Background: an optimization exercise with open tools, aiming at small area, a short achievable clock period and few clock cycles. Do not read the settings as production practice. Function was checked by simulation only, so behaviour that the tests miss may differ from the original. Power figures rest on the tool's default switching activity, not on a simulated workload.

==> design.v <==
`timescale 1ns / 1ps
module iterative_divider (
    input  wire [16:0] t_in,
    input  wire        a_in,
    input  wire [15:0] v,
    input  wire [3:0]  cnt,        
    input  wire [6:0]  wx,
    input  wire [6:0]  wy,
    input  wire [16:0] px_in,
    input  wire        satx_in,
    input  wire [15:0] py_in,
    input  wire        saty_in,
    output wire [16:0] t_out,
    output wire [16:0] px_out,
    output wire        satx_out,
    output wire [15:0] py_out,
    output wire        saty_out
);
    wire [17:0] u  = {t_in, a_in};
    wire [18:0] v1 = {3'b0, v};
    wire [18:0] v2 = {2'b0, v, 1'b0};
    wire [18:0] e1 = {1'b0, u} - v1;
    wire [18:0] e2 = {1'b0, u} - v2;
    wire [18:0] na = ~v1;
    wire [18:0] nb = ~v2;
    wire [18:0] uu = {1'b0, u};
    wire [18:0] cs_s = uu ^ na ^ nb;
    wire [18:0] cs_c = {(uu[17:0] & na[17:0]) | (uu[17:0] & nb[17:0]) | (na[17:0] & nb[17:0]), 1'b0};
    wire [18:0] e3 = cs_s + cs_c + 19'd2;
    wire g1 = ~e1[18];
    wire g2 = ~e2[18];
    wire g3 = ~e3[18];
    wire s3 = g3;
    wire s2 = g2 & ~g3;
    wire s1 = g1 & ~g2;
    wire s0 = ~g1;
    wire [15:0] r = ({16{s3}} & e3[15:0]) | ({16{s2}} & e2[15:0]) |
                    ({16{s1}} & e1[15:0]) | ({16{s0}} & u[15:0]);
    assign t_out = {r, 1'b0};
    wire m = ~cnt[3];
    mac4 #(.W(17)) mx (
        .p(px_in), .sat(satx_in), .w(wx), .sh(cnt[2:0]),
        .s0(s0 | ~m), .s1(s1 & m), .s2(s2 & m), .s3(s3 & m),
        .p_out(px_out), .sat_out(satx_out));
    mac4 #(.W(16)) my (
        .p(py_in), .sat(saty_in), .w(wy), .sh(cnt[2:0]),
        .s0(s0 | ~m), .s1(s1 & m), .s2(s2 & m), .s3(s3 & m),
        .p_out(py_out), .sat_out(saty_out));
endmodule
module mac4 #(
    parameter W = 17
) (
    input  wire [W-1:0] p,
    input  wire         sat,
    input  wire [6:0]   w,
    input  wire [2:0]   sh,
    input  wire         s0, s1, s2, s3,
    output wire [W-1:0] p_out,
    output wire         sat_out
);
    wire [8:0]  w3 = {2'b0, w} + {1'b0, w, 1'b0};
    wire [23:0] m1 = {17'd0, w} << {sh, 1'b0};
    wire [23:0] m2 = {16'd0, w, 1'b0} << {sh, 1'b0};
    wire [23:0] m3 = {15'd0, w3} << {sh, 1'b0};
    wire [W:0]  a1 = {1'b0, p} + {1'b0, m1[W-1:0]};
    wire [W:0]  a2 = {1'b0, p} + {1'b0, m2[W-1:0]};
    wire [W:0]  a3 = {1'b0, p} + {1'b0, m3[W-1:0]};
    wire        o1 = a1[W] | (|m1[23:W]);
    wire        o2 = a2[W] | (|m2[23:W]);
    wire        o3 = a3[W] | (|m3[23:W]);
    assign p_out = ({W{s0}} & p) | ({W{s1}} & a1[W-1:0]) |
                   ({W{s2}} & a2[W-1:0]) | ({W{s3}} & a3[W-1:0]);
    assign sat_out = sat | (s1 & o1) | (s2 & o2) | (s3 & o3);
endmodule
`timescale 1ns / 1ps
module physics_engine #(
    parameter SCREEN_WIDTH = 320,
    parameter SCREEN_HEIGHT = 240
    ) (
    input  wire        clk,
    input  wire        resetn,
    input  wire        fire,
    input  wire [15:0] axi_Z_dist,
    input  wire [15:0] axi_arrow_vel,
    input  wire [7:0]  wind_x_in,
    input  wire [7:0]  wind_y_in,
    input  wire [8:0]  aim_x,
    input  wire [7:0]  aim_y,
    output wire        result_valid,
    output reg [8:0]   land_x,
    output reg [7:0]   land_y
);
    function [19:0] norm16;      
        input [15:0] x;
        reg   [15:0] y;
        reg   [3:0]  n;
        begin
            y = x; n = 4'd0;
            if (y[15:8] == 8'd0) begin y = {y[7:0], 8'd0};  n[3] = 1'b1; end
            if (y[15:12] == 4'd0) begin y = {y[11:0], 4'd0}; n[2] = 1'b1; end
            if (y[15:14] == 2'd0) begin y = {y[13:0], 2'd0}; n[1] = 1'b1; end
            if (y[15] == 1'b0)    begin y = {y[14:0], 1'b0}; n[0] = 1'b1; end
            norm16 = {n, y};
        end
    endfunction
    wire [19:0] nz = norm16(axi_Z_dist);
    wire [19:0] nv = norm16(axi_arrow_vel);
    wire [5:0]  s  = 6'd8 + {2'b0, nv[19:16]} - {2'b0, nz[19:16]};
    wire        zero_q = ~nv[15] | ~nz[15] | s[5];
    reg         busy;        
    reg         fin;         
    reg  [3:0]  cnt;         
    reg  [16:0] t;
    reg         a;
    reg  [14:0] vn;          
    reg  [6:0]  wxm, wym;
    reg         wxn, wyn;
    reg  [8:0]  ax;
    reg  [7:0]  ay;
    reg  [16:0] prx;         
    reg  [15:0] pry;
    reg         satx, saty;  
    wire [16:0] t_nx;
    wire [16:0] prx_nx;
    wire [15:0] pry_nx;
    wire        satx_nx, saty_nx;
    iterative_divider core (
        .t_in(t), .a_in(a), .v({1'b1, vn}), .cnt(cnt), .wx(wxm), .wy(wym),
        .px_in(prx), .satx_in(satx), .py_in(pry), .saty_in(saty),
        .t_out(t_nx), .px_out(prx_nx), .satx_out(satx_nx),
        .py_out(pry_nx), .saty_out(saty_nx));
    wire [10:0] qx = wxn ? {2'b0, ax} - {2'b0, prx[16:8]} : {2'b0, ax} + {2'b0, prx[16:8]};
    wire [9:0]  qy = wyn ? {2'b0, ay} - {2'b0, pry[15:8]} : {2'b0, ay} + {2'b0, pry[15:8]};
    wire x_lo = wxn & (satx | qx[10]);
    wire x_hi = ~x_lo & ((~wxn & satx) | qx >= SCREEN_WIDTH);
    wire y_lo = wyn & (saty | qy[9]);
    wire y_hi = ~y_lo & ((~wyn & saty) | qy >= SCREEN_HEIGHT);
    always @* begin
        land_x = x_lo ? 9'd0 : x_hi ? SCREEN_WIDTH - 1 : qx[8:0];
        land_y = y_lo ? 8'd0 : y_hi ? SCREEN_HEIGHT - 1 : qy[7:0];
    end
    wire det_x = (wxm == 7'd0) | (wxn ? (x_lo | qx == 11'd0) : x_hi);
    wire det_y = (wym == 7'd0) | (wyn ? (y_lo | qy == 10'd0) : y_hi);
    wire det   = det_x & det_y;
    assign result_valid = fin | (busy & det);
    always @(posedge clk) begin
        if (!resetn) begin
            busy <= 1'b0;
            fin  <= 1'b0;
        end else if (fire) begin
            busy <= ~zero_q;
            fin  <= zero_q;
        end else begin
            busy <= busy & ~det & (cnt != 4'd0);
            fin  <= busy & ~det & (cnt == 4'd0);
        end
    end
    always @(posedge clk) begin
        if (fire) begin
            vn   <= nv[14:0];
            wxm  <= wind_x_in[6:0];
            wym  <= wind_y_in[6:0];
            wxn  <= wind_x_in[7];
            wyn  <= wind_y_in[7];
            ax   <= aim_x;
            ay   <= aim_y;
        end
    end
    always @(posedge clk) begin
        if (fire) begin
            t    <= s[0] ? {1'b0, nz[15:0]} : {2'b0, nz[15:1]};
            a    <= ~s[0] & nz[0];
            cnt  <= s[4:1];
            prx  <= 17'd0;
            pry  <= 16'd0;
            satx <= 1'b0;
            saty <= 1'b0;
        end else begin
            t    <= t_nx;
            a    <= 1'b0;
            cnt  <= cnt - 4'd1;
            prx  <= prx_nx;
            pry  <= pry_nx;
            satx <= satx_nx;
            saty <= saty_nx;
        end
    end
endmodule
==> run.sh <==
#!/bin/bash
# synth_recipe.tcl (not shown) runs the flow's synth.tcl, then flattens the netlist and writes it again
# the make line also repeats each setting of config.mk as NAME=value (left out here)
make -C /OpenROAD-flow-scripts/flow DESIGN_CONFIG=/design/flow/config.mk WORK_HOME=/design/flow/orfs CLKGATE_MAP_FILE= SYNTH_SCRIPT=/design/flow/synth_recipe.tcl finish
==> config.mk <==
export PLATFORM = sky130hd
export DESIGN_NAME = physics_engine
export DESIGN_NICKNAME = physics_engine
export VERILOG_FILES = /design/flow/design.v
export SDC_FILE = /design/flow/constraint.sdc
export NUM_CORES = 4
export LEC_CHECK = 0
export ABC_CLOCK_PERIOD_IN_PS = 3000
export CAP_MARGIN = 20
export CORE_MARGIN = 2
export CORE_UTILIZATION = 40
export SETUP_SLACK_MARGIN = 2.0
export SLEW_MARGIN = 20
==> constraint.sdc <==
create_clock -name core_clock -period 6.0 [get_ports {clk}]
set_input_delay 1.2000 -clock core_clock [delete_from_list [all_inputs] [get_ports {clk}]]
set_output_delay 1.2000 -clock core_clock [all_outputs]
set_load 0.01 [all_outputs]
==> results of run 1 <==
-- what timing repair did --
action	CTS	global route
setup buffers	90	58
endpoints found under the setup margin	82	68
cloned	3	6
pin swaps	92	119
gates resized for setup	287	223
-- worst min-delay path, stage by stage (launching register included) --
cell     delay (ns)
dfxtp_1        0.32
o21ai_0        0.07
a21oi_1        0.06
-- registers in the layout, summed over array words and instances (netlist names) --
name  count
a         1
ax        9
ay        8
busy      1
cnt       4
fin       1
prx      17
pry      16
satx      1
saty      1
t        17
vn       15
wxm       7
wxn       1
wym       7
wyn       1
-- power groups by stage --
stage          logic [uW]  registers, uW  clock network (uW)
6_report             9270           1210                 671
3_5_place_dp         6470           1210                   0
2_1_floorplan        4910           1110                   0
3_3_place_gp         6400           1200                   0
4_1_cts              7600           1200                 688
5_1_grt             10000           1240                 710
-- cells in the mapped netlist, drive strengths merged, types with 24 or more instances --
| cell type | number |
|---|---|
| dfxtp | 59 |
| nor2b | 24 |
| mux2i | 60 |
| nor3 | 63 |
| xnor2 | 91 |
| fa | 30 |
| nand3 | 42 |
| a22oi | 25 |
| a21oi | 196 |
| o21ai | 152 |
| a31oi | 37 |
| clkbuf | 45 |
| nand2 | 177 |
| buf | 24 |
| ha | 225 |
| a21o | 50 |
| a211oi | 24 |
| inv | 147 |
| xor2 | 42 |
| edfxtp | 48 |
| nor2 | 158 |
-- cells by family after synthesis --
group	count (synthesis)	share of synthesized area
AND/OR/NAND/NOR	578	0.173
multiplexers	68	0.0438
AO/OA/AOI/OAI	661	0.273
XOR/XNOR	133	0.0738
buffers and inverters	218	0.0546
adder cells (fa/ha/maj)	255	0.216
flip-flops	107	0.166
-- path summary, 6_finish.rpt --
kind | startpoint | end | cells past startpoint
worst min register to register | pry[0] | pry[0] | 2
worst min-delay path | pry[0] | pry[0] | 2
worst max register to register | wxm[1] | prx[15] | 21
worst max-delay path | ax[0] | result_valid | 15
-- metrics by stage --
stage	setup slack, ns	hold WS (ns)	area, sq um
floorplan	1.84	0.454	15900
CTS	1.32	0.483	19100
global placement	0.876	0.463	17200
finish	1.29	0.485	20500
detailed placement	0.734	0.471	17200
global route	1.15	0.498	20500
-- area by class of cell --
class,count,share of cell area
Clock inverter,7,0.00402
Tap cell,518,0.0315
Multi-Input combinational cell,1695,0.673
Sequential cell,107,0.129
Timing Repair Buffer,264,0.123
Inverter,149,0.0278
Clock buffer,9,0.0110
-- layer usage --
metal	vias to the layer above	global-route usage
met3	107	0.0287
met1	7635	0.291
met4	2	0.0954
li1	7820	-
met2	473	0.429
met5	-	0
==> run summary, run 1 <==
Drt
Summing over every cut layer, the via total after detailed routing is 16000. The number of violations reported at the end of detailed-routing iteration 0 is 1004. After detailed routing, the total wire length is 52.2 mm.

The highest layer used for signal routing is met5. The detailed-routed wire length on met3 is 2.47 mm. The detail route stage leaves a number of antenna-violating nets equal to 0. The routed wire length per instance is 19.0 um. In the final routing, the length of wire on met1 measures 21.9 mm. The total length of routed met2 wires is 25.9 mm. For this run, design rule violations remaining after detail routing come to 0. The average via count per standard cell is 5.83.

The length of the first detailed-routing pass in iterations is 6.

Placement
Port buffering added 85 buffers. Once placement completed, the tool counted placed cells totaling 2576. Summed over all nets, the half-perimeter wirelength after detailed placement is 37.1 mm.

At the end of routability-driven placement, the weighted congestion stood at 0.928.

Logic synthesis
For this run, the number of Yosys warnings is 1. Of the synthesized area, sequential elements account for 0.166. The synthesized design contains 107 register bits. The summed instance area of the synthesized netlist is 15800 sq um. By area the synthesized netlist is led by ha_1, edfxtp_1, dfxtp_1. The post-synthesis net count is 2343.

Yosys mapped the design onto 87 distinct sky130hd cell types. Averaged over all synthesized cells, the footprint is 7.81 sq um. The fraction of synthesized cell area taken by the top area cell type is 0.178. The biggest area contributor in the post-synthesis netlist is ha_1.

Synthesis produced a netlist whose cell count is 2020. The most used flip-flop cell after synthesis is dfxtp_1. In the synthesized netlist the async set-or-reset flop fraction comes to 0. The number of flops mapped to enable cells by yosys is 48.

Timing
The highest attainable clock frequency is 212 MHz. The portion of the clock cycle consumed by the worst path in the final layout is 0.785. The hold violation count in the final report is 0. The final-layout setup total negative slack is 0 ns.

The total of endpoints with negative setup slack in the final report is 0. The worst clock skew is 0.0158 ns. Setup repair after global routing could not meet its margin everywhere.

The final number of max-transition violations was 0. The worst pin sits at a relative slew slack of 0.298. At the pin with the least slew margin, the transition time is 1.05 ns.

The shortest period the worst path allows is 4.71 ns.

Global route
The maximum number of pins on one net before global-route repair is 77. Across every metal layer, demand over resource in global routing totals 0.239. The first global-routing pass estimated 79.9 mm of wire.

The number of antenna violations at the first check in global routing came to 1. After global routing the overflow that remains totals 0. The via count of the first global-routing pass was 15500.

Clock network
The clock net sink count is 107. The total CTS buffers is 9. For the worst-skew pair, the clock arrives at the later sink with an insertion delay of 0.39 ns. The clock tree from TritonCTS is built. The cell chosen for the clock root is clkbuf_16. Clock-pin slew was measured on the worst setup and hold paths at 0.08 ns.

The longest clock path from root to sink contains 2 buffers. The hold buffer count at CTS is 0. The H-tree level count is 3.

Layout
Excluding fillers, the count of instances in the completed layout stands at 2749. The layout has 3637 filler cells. Registers take 2650 sq um.

In the final design database the tool counted 2549 nets. Relative to the synthesized area, the layout overhead comes to 30.2%. Of the cells placed in the final design, the portion with a size suffix greater than 1 is 0.238. The library cell used most frequently in the layout, excluding fill and tap cells, is ha_1. The final standard cell utilization of the core is 0.529. The multi-input combinational cells in the finished layout cover a total of 13800 sq um. In the layout the commonest cells are ha_1, nand2_1, a21oi_1, nor2_1, buf_4. The diode insertion count for antenna repair is 0.

Min path
The min-delay analysis places its worst path in the category reg -> reg.

Setup path
Along the worst path, the maximum fanout reaches 3. The worst path arrival time is 3.51 ns. STA classifies the critical path endpoint as an output port. Traced cell by cell, the critical path runs through inv_1, ha_1, inv_1, fa_2, a21o_1, a21oi_2, o21a_1, mux2i_1, xnor2_1, nand3_1, or4_1, a32oi_2, buf_4, a21o_1, buf_4. The data required time at the worst endpoint is 4.80 ns. The maximum cell stage delay along the critical path is 0.44 ns. The kind of start point of the critical path is a flip-flop. The register-to-register path setup slack is 1.58 ns. Counting both buffers and inverters, the worst setup path holds a total of 4. Among cell families on the critical path, the largest total delay comes from compound AO/OA/AOI/OAI gates. The kind of critical path is reg -> out. The highest-delay cell along the critical path is or4_1.

Floorplan
The die width is 203 um. The floorplan die height is 203 um. For this configuration, the core starts out at a cell density of 0.406. The floorplan row count is 72. The die area is 41100 sq um.

The number of ports placed on the die boundary is 86. The placeable core region is 38800 sq um.

Pwr
The share of total power dissipated in combinational logic is 0.831. The total power per unit cell area is 543 nW/um^2. The share of total power dissipated in sequential elements is 0.109. Summed over all cells, the static leakage comes to 0.00889 uW. Of the total power, the share spent switching nets is 0.497.

The overall power after layout is 11200 uW. The power dissipated by switching net loads is 5550 uW. Across the VDD grid, the largest voltage drop is 314 uV. The internal cell power is 5600 uW. The clock power share is 0.060.

Flow run
The max capacitance violation total is 0.

Outcome
The run finished with no timing, DRC or antenna violations.
Testbench counts, summed over its fixed seeds: cycles 7,520.
==> run 2, diff against run 1 <==
--- a/config.mk
+++ b/config.mk
@@ -5,9 +5,9 @@
 export SDC_FILE = /design/flow/constraint.sdc
 export NUM_CORES = 4
 export LEC_CHECK = 0
-export ABC_CLOCK_PERIOD_IN_PS = 3000
+export ABC_CLOCK_PERIOD_IN_PS = 3500
 export CAP_MARGIN = 20
 export CORE_MARGIN = 2
 export CORE_UTILIZATION = 40
-export SETUP_SLACK_MARGIN = 2.0
+export SETUP_SLACK_MARGIN = 1.5
 export SLEW_MARGIN = 20
==> run 2 against run 1 <==
Highest routed layer is now met4. Clock power down 13%. Power down 20%. Via count is 4.1% lower. Non-clock buffer count down 82. Still clean on timing, DRC and antenna. Largest power group unchanged. Worst hold slack worse by 0.0090 ns. Flip-flop and latch count stayed put. Critical endpoint unchanged.
==> run summary, run 2 <==
Placement
The HPWL after detailed placement is 35.0 mm. The count of buffers added on input and output ports is 85. The pre-CTS worst setup slack is 0.608 ns. The final weighted congestion of routability-driven global placement is 0.883.

Logic synthesis
Counting flops and latches in the post-synthesis netlist gives 107. A synthesized cell averages 7.81 sq um. The cell count after synthesis is 2020. Of the synthesized area, sequential elements account for 0.166. The biggest area contributor in the post-synthesis netlist is ha_1. The share of synthesized area in the top cell type comes to 0.178. By instance count, the leading cell after synthesis is ha_1.

The number of different library cells in the post-synthesis netlist is 87. After synthesis, the most frequently instantiated cells are ha_1, a21oi_1, nand2_1. For this run, the number of Yosys warnings is 1. The synthesized design contains 48 enable-type register cells. The post-synthesis net count is 2343. The fraction of registers with async set or reset after synthesis is 0.

In the post-synthesis netlist, the biggest area contributors are ha_1, edfxtp_1, dfxtp_1. The summed instance area of the synthesized netlist is 15800 sq um. Among all flip-flop cells after synthesis, the most frequent one is dfxtp_1.

Timing
The shortest period the worst path allows is 4.73 ns. Summed over all failing endpoints, the final setup total negative slack is 0 ns. The transition at the pin with the smallest max-transition slack is 0.877 ns. The worst-case setup margin in the final layout is 1.27 ns. Setup repair after global routing could not meet its margin everywhere. The final number of max-transition violations was 0. Static timing analysis puts the maximum clock frequency at 211 MHz.

Headroom to the max-slew limit came out at 0.415. The worst clock skew is 0.0144 ns. Setup violations remaining at the end of the flow were counted as 0. Of the available clock period, the critical path in the final layout requires 0.788. The hold violation count in the final report was 0.

Pwr
The internal portion of the total power is 4290 uW. The power share of the sequential group is 0.134. Dividing total power by cell area gives a power density of 478 nW/um^2. The share of total power dissipated in combinational logic is 0.800. The clock power share is 0.065. The proportion of total power due to net switching is 0.517. The leakage power is 0.00812 uW. The worst-case IR drop observed on VDD is 495 uV. The power dissipated by switching net loads is 4600 uW.

Floorplan
For this configuration, the core starts out at a cell density of 0.406. The die width is 203 um. The floorplan die height is 203 um. The placeable core region is 38800 sq um.

After floorplanning, the core was divided into 72 placement rows. The die covers 41100 sq um. The number of ports placed on the die boundary is 86.

Setup path
The worst path arrival time is 3.53 ns. Along the worst path, the maximum fanout reaches 2. The data required time at the worst endpoint is 4.80 ns. The critical path capture point type is an output port. The critical path is of the reg -> out type. The kind of start point of the critical path is a flip-flop.

Drt
The sum of routed wire length over all layers is 46.9 mm. The count of nets left with antenna violations after detail routing is 0. The count of unresolved DRC violations after routing is 0. The total number of vias is 15400. After the first detailed-routing iteration, the DRC count stood at 1081. The routed wire length per instance is 17.6 um. Using the TritonRoute via totals, the vias-per-cell ratio works out to 5.77. For this run, the detailed router's first-pass iteration total came to 8.

Clock network
The clock-pin slew on the worst setup and hold paths is 0.08 ns. The cell chosen for the clock root is clkbuf_16. The total CTS buffers is 9. The clock tree from TritonCTS is built. The hold buffer count at CTS is 0. The H-tree level count is 3.

Counting along the longest clock path gives a buffer depth of 2. The clock drives 107 sinks. The clock network latency to the later pin of the worst-skew pair is 0.39 ns.

Global route
Global routing finished with a remaining overflow of 0. The via count of the first global-routing pass came to 14500. The number of antenna violations at the first check in global routing came to 0. For this run, the total global-route usage over all layers was measured as 0.222. The first global-routing pass estimated 74.6 mm of wire. The maximum number of pins on one net before global-route repair is 62.

Layout
The relative area change from synthesis to final layout is 18.0%. Of the cells placed in the final design, the portion with a size suffix greater than 1 is 0.128. The diode insertion count for antenna repair is 0. The total number of nets in the final design is 2467. The largest registers in the layout are prx (17), t (17), pry (16).

The final standard cell utilization of the core is 0.480. In the layout the commonest cells are ha_1, a21oi_1, nand2_1, nor2_1, inv_1. Leaving out fill and tap cells, the most frequent cell in the layout is ha_1. The layout has 3782 filler cells.

Flow run
The max capacitance violation total is 0.

Outcome
The flow ran to the end and the layout has no timing, DRC or antenna violations.

Min path
The type of the tightest min-delay check is reg -> reg.
## run 2: kinds of logic after synthesis
| group | share of synthesized area |
|---|---|
| mux | 0.0438 |
| simple gates | 0.173 |
| buf+inv | 0.0546 |
| fa+ha+maj | 0.216 |
| xor+xnor | 0.0738 |
| flops | 0.166 |
| compound gates | 0.273 |
## run 2: final cells by class
type / instances / area [sq um] / area share
clock inverters: 4 / 27.5 / 0.00148
multi-input cells: 1695 / 12900 / 0.692
repair buffers: 182 / 1610 / 0.0865
clock buffers: 12 / 236 / 0.0127
well taps: 518 / 648 / 0.0348
flip-flops and latches: 107 / 2640 / 0.142
inverters: 149 / 568 / 0.0305
## run 2: final timing paths
kind	startpoint	to	slack, ns	cells past startpoint
worst max-delay path	ax[0]	result_valid	1.27	16
worst min-delay path	busy	fin	0.48	2
worst max register to register	wxm[1]	prx[16]	1.62	20
worst min register to register	busy	fin	0.48	2
## run 2: critical path, cell delays in order, from the launching register on
cell      delay [ns]
edfxtp_1        0.41
inv_2           0.08
ha_4            0.12
inv_2           0.03
fa_2            0.34
a21o_1          0.21
a21oi_2         0.19
o21a_1          0.19
mux2i_1         0.09
xnor2_1         0.25
nand3_1         0.16
buf_6           0.15
a211oi_4        0.25
or2_4           0.17
a32oi_4         0.14
a21o_1          0.22
buf_6           0.12
## run 2: per-layer routing
metal,track usage,wire length [um]
met5,0,0
met4,0.0592,889
met3,0.0228,1840
met2,0.380,22500
met1,0.297,21700
## run 2: power by group through the flow
| stage | Sequential [uW] | Combinational (uW) | Clock, uW |
|---|---|---|---|
| after floorplan | 1110 | 4900 | 0 |
| after global placement | 1210 | 6340 | 0 |
| after detailed placement | 1210 | 6420 | 0 |
| after CTS | 1190 | 6680 | 604 |
| after global routing | 1220 | 7880 | 620 |
| final | 1190 | 7120 | 582 |
## run 2: metrics by stage
step           area (sq um)  cells  hold slack (ns)  power [uW]
5_1_grt               18600   2667            0.510        9720
4_1_cts               18000   2630            0.478        8470
6_report              18600   2667            0.476        8890
3_5_place_dp          17200   2574            0.472        7630
2_1_floorplan         15800   2020            0.454        6010
3_3_place_gp          17200   2574            0.464        7550
## run 2: repair_timing
| action | in CTS | in global routing |
|---|---|---|
| cloned | 0 | 1 |
| pin swaps | 23 | 53 |
| setup endpoints to repair | 45 | 54 |
| buffers inserted | 40 | 36 |
| resized for setup | 113 | 111 |

==> what the ideal ports hide <==
How much do the figures lean on ideal ports? The routed layouts below were timed once more, with nothing changed but the port constraints.
Step 1, drivers: a clkbuf_16 drives clk and a buf_2 each remaining input, both assumed.
Step 2 adds t to the input delays and takes it off the output delays; t is the mean of the earliest and latest rising clock arrival at the registers after step 1. Input paths then give back, and output paths get back, about the clock's delay inside the block.
Three values: ideal, step 1, step 2; two values: the first two.
run	shift t [ns]	setup slack, ns	worst register clock-pin slew, ns
run 1	0.437	1.288 / 1.236 / 1.579	0.09 / 0.09
run 2	0.439	1.270 / 1.213 / 1.236	0.08 / 0.08
After both steps setup and hold are still met in every run listed. For run 2, which loses most, drivers alone change the setup slack by -0.057 ns; drivers and shift together by -0.034 ns.
